This is an optimization exercise on Yosys and OpenROAD, whose aim is small area, a short achievable clock period and few clock cycles, not a production implementation. In this exercise RTL edits were held to simulation tests only and were not proved equivalent to the original.

==> job 2402 <==
==> flow/design.v (excerpt) <==
module FPU(clk, rstn, ctl, x1, x2, y, ready, en);
    input wire clk, rstn;
    input wire [4:0] ctl;
    input wire [31:0] x1, x2;
    input wire en;
    output reg ready;
    output reg [31:0] y;
    wire [31:0] res;
    fpu_comb core(.ctl(ctl), .x1(x1), .x2(x2), .y(res));
    always @(posedge clk) begin
        if (~rstn) ready <= 1'b0;
        else ready <= en;
        y <= res;
    end
endmodule
clock: 12.0 ns
lec_check: 0
abc_area: 1
cap_margin: 20
core_margin: 2
core_utilization: 35
gpl_timing_driven: 1
setup_slack_margin: 0.1
slew_margin: 20
run.sh (not shown) runs the stock make flow with config.mk's settings and CLKGATE_MAP_FILE= SYNTH_SCRIPT=/design/flow/synth_recipe.tcl, a recipe that flattens the netlist after the stock synthesis.
==> job 1969 (differences from job 2402) <==
--- a/flow/config.mk
+++ b/flow/config.mk
@@ -6,9 +6,10 @@
 export NUM_CORES = 4
 export LEC_CHECK = 0
 export ABC_AREA = 1
 export CAP_MARGIN = 20
 export CORE_MARGIN = 2
-export CORE_UTILIZATION = 35
+export CORE_UTILIZATION = 40
 export GPL_TIMING_DRIVEN = 1
-export SETUP_SLACK_MARGIN = 0.1
+export PLACE_DENSITY = 0.65
+export SETUP_SLACK_MARGIN = 0.15
 export SLEW_MARGIN = 20
==> job 5709 (differences from job 2402) <==
--- a/flow/design.v
+++ b/flow/design.v
@@ -28,12 +28,26 @@
 wire [25:0] lf = {1'b1, mLf, 2'b00};
 wire [25:0] sf = {1'b1, mSf, 2'b00} >> shift;
 wire [24:0] U = {1'b0, lf[25:2]};
 wire [24:0] V = {1'b0, sf[25:2]};
 wire [24:0] Vp = op ? ~V : V;
-wire [25:0] S0 = {1'b0, U} + {1'b0, Vp};
-wire [25:0] S1 = {1'b0, U} + {1'b0, Vp} + 26'd1;
+wire [24:0] ap = U ^ Vp;
+wire [24:0] ag = U & Vp;
+reg [24:0] pg, pp;
+integer k, l;
+always @(*) begin
+    pg = ag;
+    pp = ap;
+    for (l = 1; l < 32; l = l * 2)
+        for (k = 0; k < 25; k = k + 1)
+            if ((k / l) % 2 == 1) begin
+                pg[k] = pg[k] | (pp[k] & pg[(k / l) * l - 1]);
+                pp[k] = pp[k] & pp[(k / l) * l - 1];
+            end
+end
+wire [25:0] S0 = {pg[24], ap ^ {pg[23:0], 1'b0}};
+wire [25:0] S1 = {pg[24] | pp[24], ap ^ {pg[23:0] | pp[23:0], 1'b1}};
 wire c0 = (sf[1:0] == 2'b00);
 wire [24:0] Qs = c0 ? S1[24:0] : S0[24:0];
 wire hi26 = ~op & S0[24];             
 wire hi25 = op ? Qs[23] : ~S0[24];    
 wire [23:0] r26 = S1[24:1];
@@ -988,25 +1002,24 @@
     wire ye_z = en[8] | (en[7:0] == 8'h00);
     wire [30:0] near_r = ye_z ? 31'b0 : {en[7:0], nmant};
     wire [31:0] m2x = is_sqr ? x1 : x2;
     wire [25:0] mmul;
     fmul_core mult(.m1(x1[22:0]), .m2(m2x[22:0]), .mm(mmul));
+    wire [22:0] ym0 = mmul[25] ? mmul[24:2] : mmul[23:1];
     wire [7:0] e2 = m2x[30:23];
     wire [9:0] ye0 = e + e2 + 10'd129;
     wire [8:0] ye0p1 = ye0[7:0] + 9'd1;
     wire [7:0] ye_c0 = ye0[9] ? 8'hff : (ye0[8] == 1'b0) ? 8'h00 : ye0[7:0];
     wire [7:0] ye_c1 = ye0[9] ? 8'hff : (ye0[8] == 1'b0) ? 8'h00 : ye0p1[8] ? 8'hff : ye0p1[7:0];
     wire ext_c0 = (ye_c0 == 8'hff) | (ye_c0 == 8'h00);
     wire ext_c1 = (ye_c1 == 8'hff) | (ye_c1 == 8'h00);
-    wire [30:0] mn_c1 = {ye_c1, ext_c1 ? 23'b0 : mmul[24:2]};
-    wire [30:0] mn_c0 = {ye_c0, ext_c0 ? 23'b0 : mmul[23:1]};
-    wire [30:0] mul_n = mmul[25] ? mn_c1 : mn_c0;
+    wire [7:0] ye_m = mmul[25] ? ye_c1 : ye_c0;
+    wire [22:0] ym = (mmul[25] ? ext_c1 : ext_c0) ? 23'b0 : ym0;
     wire ys_m = s1 ^ m2x[31];
     wire mzero = ~(|e) | ~(|e2);
     wire minf = (&e) | (&e2);
-    wire mul_special = mzero | minf;
-    wire [31:0] mul_spec_y = {ys_m, (minf & ~mzero) ? 8'hff : 8'h00, 23'b0};
+    wire [31:0] mul_y = mzero ? {ys_m, 31'b0} : minf ? {ys_m, 8'hff, 23'b0} : {ys_m, ye_m, ym};
     reg [31:0] W;
     always @(*)
         for (i = 0; i < 32; i = i + 1) W[i] = Zs[31 - i];
     wire [31:0] ti_a = (e < 8'd126) ? 32'd0 : (e == 8'd126) ? 32'd1 : (e > 8'd157) ? 32'h80000000 : {1'b0, W[31:1]};
     wire ti_inc = (e >= 8'd127) & (e <= 8'd157) & W[0];
@@ -1049,17 +1062,15 @@
                     | {31'b0, bit_y};
     wire sel_spec = is_add & add_special;
     wire sel_add = is_add & ~add_special;
     wire sel_near = sel_add & near;
     wire sel_far = sel_add & ~near;
-    wire sel_muls = is_mul & mul_special;
-    wire sel_mul = is_mul & ~mul_special;
+    wire sel_mul = is_mul;
     wire sel_res = ~is_add & ~is_mul;
     assign y = ({32{sel_spec}} & add_spec_y)
              | ({32{sel_add}} & {sL, 31'b0})
              | ({32{sel_near}} & {1'b0, near_r})
              | ({32{sel_far}} & {1'b0, far_r})
-             | ({32{sel_muls}} & mul_spec_y)
-             | ({32{sel_mul}} & {ys_m, mul_n})
+             | ({32{sel_mul}} & mul_y)
              | ({32{sel_res}} & res);
 endmodule
 `default_nettype wire
--- a/flow/config.mk
+++ b/flow/config.mk
@@ -6,9 +6,10 @@
 export NUM_CORES = 4
 export LEC_CHECK = 0
 export ABC_AREA = 1
 export CAP_MARGIN = 20
 export CORE_MARGIN = 2
-export CORE_UTILIZATION = 35
+export CORE_UTILIZATION = 45
 export GPL_TIMING_DRIVEN = 1
-export SETUP_SLACK_MARGIN = 0.1
+export PLACE_DENSITY = 0.65
+export SETUP_SLACK_MARGIN = 0.2
 export SLEW_MARGIN = 20
==> reports/results.txt <==
Placement Setup Slack = -0.2911 ns
CORE AREA = 93470 µm²
Synth Area in XOR/XNOR = 0.08915
Status = finished clean
Final HPWL DP = 142.0 mm
Die area = 97070 µm²
Final core occ = 0.3997
# Post-CTS Setup Buffers = 4
Mux share of post-synthesis cell area = 0.004233
Routed vias = 41280
Vias in the first global route = 38130
CP arrival = 11.76 ns
the above is filed under job 2402

==> reports/results.txt <==
Routed vias = 41320
Placement Setup Slack = -0.1009 ns
Mux share of post-synthesis cell area = 0.004233
TAP cells = 1070
Vias in the first global route = 38310
Final core occ = 0.4516
Final HPWL DP = 136.6 mm
Die area = 85080 µm²
Status = finished clean
CORE AREA = 81980 µm²
Synth Area in XOR/XNOR = 0.08915
the above is filed under job 1969

==> reports/results.txt <==
Mux share of post-synthesis cell area = 0.001872
Placement Setup Slack = -0.05690 ns
Root buffer cell = clkbuf_16
Final core occ = 0.5316
CP arrival = 11.68 ns
CTS tree = built
Die area = 74940 µm²
Vias in the first global route = 38080
CORE AREA = 71730 µm²
Biggest regs = y (32), ready (1)
Post-Syn Area = 32740 µm²
Routed vias = 42020
Met3 wire len = 20.90 mm
Final HPWL DP = 140.6 mm
Status = finished clean
Final Worst Setup Slack = 0.5071 ns
the above is filed under job 5709

Testbench counts of job 2402, summed over its fixed seeds: cycles 80,000.
Testbench counts of job 1969, summed over its fixed seeds: cycles 80,000.
Testbench counts of job 5709, summed over its fixed seeds: cycles 80,000.

-- port drivers added, routing unchanged --
Ports are ideal in the flow. The routed layouts listed here were re-timed in OpenROAD. Step 1, drivers: a clkbuf_16 drives clk and a buf_2 each remaining input, both assumed. Step 2, shift: input delay + t, output delay - t, t = (earliest + latest rising clock arrival at the registers) / 2. This alone moves slack from input paths to output paths. a / b / c = ideal ports / drivers / drivers and shift; a / b = the first two.
| run | t, ns | slack for setup (ns) | worst setup path after step 2 | worst data-port slew with drivers (ns) |
|---|---|---|---|---|
| job 2402 | 0.355 | 0.417 / 0.448 / 0.093 | input to register | 0.10 |
| job 1969 | 0.360 | 0.519 / 0.542 / 0.182 | input to register | 0.07 |
| job 5709 | 0.373 | 0.507 / 0.543 / 0.170 | input to register | 0.14 |
After both steps setup and hold are still met in every run listed.
